Background: an optimization exercise with open tools, aiming at small area, a short achievable clock period and few clock cycles. Do not read the settings as production practice.
At most, simulation tests tie the RTL to the original design; equivalence was not proved.
Power and IR drop assume default switching activity.

## 08-16
## processor
module processor (
    input         clk,
    input         rst,
    output [15:0] imem_addr,
    input  [15:0] imem_rdata,
    output [15:0] dmem_addr,
    input  [15:0] dmem_rdata,
    output [15:0] dmem_wdata,
    output        dmem_we
);
For scale: roughly 2700 cells after synthesis, ~370 flip-flops.
==> flow/config.mk <==
export PLATFORM = sky130hd
export DESIGN_NAME = processor
export DESIGN_NICKNAME = processor
export VERILOG_FILES = /design/flow/design.v
export SDC_FILE = /design/flow/constraint.sdc
export NUM_CORES = 4
export LEC_CHECK = 0
export ABC_AREA = 1
export CAP_MARGIN = 20
export CORE_MARGIN = 2
export CORE_UTILIZATION = 40
export SLEW_MARGIN = 20
export SETUP_SLACK_MARGIN = 7.7
==> flow/constraint.sdc <==
create_clock -name core_clock -period 11.0 [get_ports {clk}]
set_input_delay 2.2000 -clock core_clock [delete_from_list [all_inputs] [get_ports {clk}]]
set_output_delay 2.2000 -clock core_clock [all_outputs]
set_load 0.01 [all_outputs]
standard.sh (not shown) runs the stock make flow with config.mk's settings and CLKGATE_MAP_FILE= SYNTH_SCRIPT=/design/flow/synth_recipe.tcl, a recipe that flattens the netlist after the stock synthesis.
==> flow/flow/run.sh <==
#!/bin/bash
# Standard ORFS layout (the standard.sh), with repair_timing asked for
# a larger setup margin so that it shortens the critical paths further.
set -euo pipefail
echo "export SETUP_SLACK_MARGIN = 7.7" >> config.mk
bash standard.sh finish > standard_flow.log 2>&1 || { tail -50 standard_flow.log; exit 1; }
tail -5 standard_flow.log
### 08-16 -> 06-02
--- a/flow/config.mk
+++ b/flow/config.mk
@@ -7,3 +7,2 @@
 export LEC_CHECK = 0
-export ABC_AREA = 1
 export CAP_MARGIN = 20
Results
06-02: full flow OK, the timing, DRC and antenna checks passed
Utilization was lower in 08-16 than in 06-02.
According to the power report, total power for 06-02 is higher than for 08-16.
Higher final instance count without filler cells was reported by 08-16, not 06-02.
The higher clock share of power came out of 08-16.
On data arrival time of the critical path: 06-02 sits above 08-16.
Relative to 08-16, die outline width has gone down in 06-02.
Compared with 08-16, 06-02 shows critical path depth higher by 11.
Function was not checked in any run of this note: the RTL went through the layout flow alone.

processor, a different RTL version from the one above (not shown whole).
Size in the first run: roughly 1500 cells after synthesis, about 370 flip-flops.
Settings: LEC_CHECK=0, CAP_MARGIN=20, CORE_MARGIN=2, CORE_UTILIZATION=40, SLEW_MARGIN=20; clock period 11.0 ns.
run.sh (not shown) runs the stock make flow with config.mk's settings and CLKGATE_MAP_FILE= SYNTH_SCRIPT=/design/flow/synth_recipe.tcl, a recipe that flattens the netlist after the stock synthesis.
Stock flow here: none of the scripts above is used.
The first run completed with no timing, DRC or antenna violations.
Testbench counts at the start, summed over its fixed seeds: cycles 35,302.
Next try:
--- a/flow/config.mk
+++ b/flow/config.mk
@@ -10,0 +11 @@
+export SETUP_SLACK_MARGIN = 5
Outcome: Area after synthesis does not change; first-iteration DRC count stays the same; power is unchanged; register-to-register slack barely changes; critical path depth is unchanged; sequential power stays flat.

main:
processor, a different RTL version from the one above (not shown whole).
Size: ~370 flip-flops, ~83 I/O pins, ~0.021 mm² of cells after synthesis.
==> flow/config.mk <==
export PLATFORM = sky130hd
export DESIGN_NAME = processor
export DESIGN_NICKNAME = processor
export VERILOG_FILES = /design/flow/design.v
export SDC_FILE = /design/flow/constraint.sdc
export NUM_CORES = 4
export LEC_CHECK = 0
export CAP_MARGIN = 20
export CORE_MARGIN = 2
export CORE_UTILIZATION = 40
export SLEW_MARGIN = 20
export SETUP_SLACK_MARGIN = 7.0
==> flow/constraint.sdc <==
create_clock -name core_clock -period 11.0 [get_ports {clk}]
set_input_delay 2.2000 -clock core_clock [delete_from_list [all_inputs] [get_ports {clk}]]
set_output_delay 2.2000 -clock core_clock [all_outputs]
set_load 0.01 [all_outputs]
standard.sh (not shown) runs the stock make flow with config.mk's settings and CLKGATE_MAP_FILE= SYNTH_SCRIPT=/design/flow/synth_recipe.tcl, a recipe that flattens the netlist after the stock synthesis.
==> flow/flow/run.sh <==
#!/bin/bash
# Standard ORFS layout (the standard.sh), with repair_timing asked for
# a larger setup margin so that it shortens the critical paths further.
set -euo pipefail
echo "export SETUP_SLACK_MARGIN = 7.0" >> config.mk
bash standard.sh finish > standard_flow.log 2>&1 || { tail -50 standard_flow.log; exit 1; }
tail -5 standard_flow.log
Setup changes, main to the feature branch
- SETUP_SLACK_MARGIN now 7.7, was 7.0
--- a/flow/flow/run.sh
+++ b/flow/flow/run.sh
@@ -4,3 +4,3 @@
 set -euo pipefail
-echo "export SETUP_SLACK_MARGIN = 7.0" >> config.mk
+echo "export SETUP_SLACK_MARGIN = 7.7" >> config.mk
 bash standard.sh finish > standard_flow.log 2>&1 || { tail -50 standard_flow.log; exit 1; }
[summary]
Max-slew headroom at the worst pin delta (the feature branch − main): unfavourable
Inverter count was lower in main than in the feature branch.
Compared with main, the feature branch shows a met3 track demand over resource that is 0.20 points higher.
Re final max-slew violation count: no difference whatsoever between the feature branch and main.
The worst-skew pair later-pin latency on main is in line with that on the feature branch.
The feature branch ended with less share of power burned in the clock network than main.
Taking main as the reference, in the feature branch synthesized area barely changed; global-route usage climbed 1.0 points; internal power component climbed about 3%.
From the feature branch to main, count of sequential standard cells did not move at all.
Looking at time the final worst path needs with I/O delays and setup across the feature branch and main, the one that comes out lower is the feature branch.
No run of this note included a check of the RTL's function; only the layout flow was run.

Another version of the RTL of processor (not shown whole).
Size in the first run: about 1,500 cells after synthesis, roughly 370 flip-flops, roughly 83 I/O pins.
==> flow/design.v (excerpt) <==
module processor (
    input         clk,
    input         rst,
    output [15:0] imem_addr,
    input  [15:0] imem_rdata,
    output [15:0] dmem_addr,
    input  [15:0] dmem_rdata,
    output [15:0] dmem_wdata,
    output        dmem_we
);
clock: 11.0 ns
lec_check: 0
cap_margin: 20
core_margin: 2
core_utilization: 40
slew_margin: 20
setup_slack_margin: 7.7
==> flow/flow/run.sh <==
#!/bin/bash
# Standard ORFS layout (the standard.sh), with repair_timing asked for
# a larger setup margin so that it shortens the critical paths further.
set -euo pipefail
echo "export SETUP_SLACK_MARGIN = 7.7" >> config.mk
bash standard.sh finish > standard_flow.log 2>&1 || { tail -50 standard_flow.log; exit 1; }
tail -5 standard_flow.log
The first run passed the timing, DRC and antenna checks.
Testbench counts at the start, summed over its fixed seeds: cycles 36,361.
Then changed:
Settings changed: CTS_BUF_LIST set to sky130_fd_sc_hd__clkbuf_4 sky130_fd_sc_hd__clkbuf_8, CTS_CLUSTER_SIZE set to 30.
The new run went through all stages and came out clean.
Register-to-register slack stays flat.
Design area grows by 1.0%.
Setup slack degrades by 15 ps.
Die area stays the same.
Sequential share of layout area goes down by 0.40 points.
Wire length increases by 0.95%.
Sequential cell count does not change.
Power hardly moves.
Clock-buffer cell count came out higher by 27.
Critical path depth increases by 1.
Clock power hardly moves.

[re-timing with driven ports]
The flow's constraints put no driver on any port. The routed layouts listed below were extracted and timed again, unchanged, in two steps. Step 1, drivers: a clkbuf_16 drives clk and a buf_2 each remaining input, both assumed. Step 2 also shifts input and output timing later by t, the mid clock arrival at the registers, as if the neighbouring blocks saw the same clock. Slacks: no drivers / after step 1 / after step 2; pairs: no drivers / after step 1.
| run | shift t [ns] | setup slack, ns | cell pins on the clock port's net |
|---|---|---|---|
| 08-16 | 0.628 | 7.701 / 7.642 / 7.180 | 1 |
| 06-02 | 0.610 | 7.690 / 7.665 / 7.161 | 1 |
| the first run of note 2 | 0.620 | 5.883 / 5.883 / 5.883 | 1 |
| the second run of note 2 | 0.620 | 5.883 / 5.883 / 5.883 | 1 |
| main | 0.621 | 7.054 / 7.054 / 6.523 | 1 |
| the feature branch | 0.617 | 7.310 / 7.310 / 6.828 | 1 |
| the first run of note 4 | 0.621 | 7.654 / 7.654 / 7.190 | 1 |
| the second run of note 4 | 0.673 | 7.639 / 7.624 / 7.155 | 1 |
After both steps every run listed still meets setup and hold. For main, which loses most, drivers alone change the setup slack by 0.000 ns; drivers and shift together by -0.531 ns.
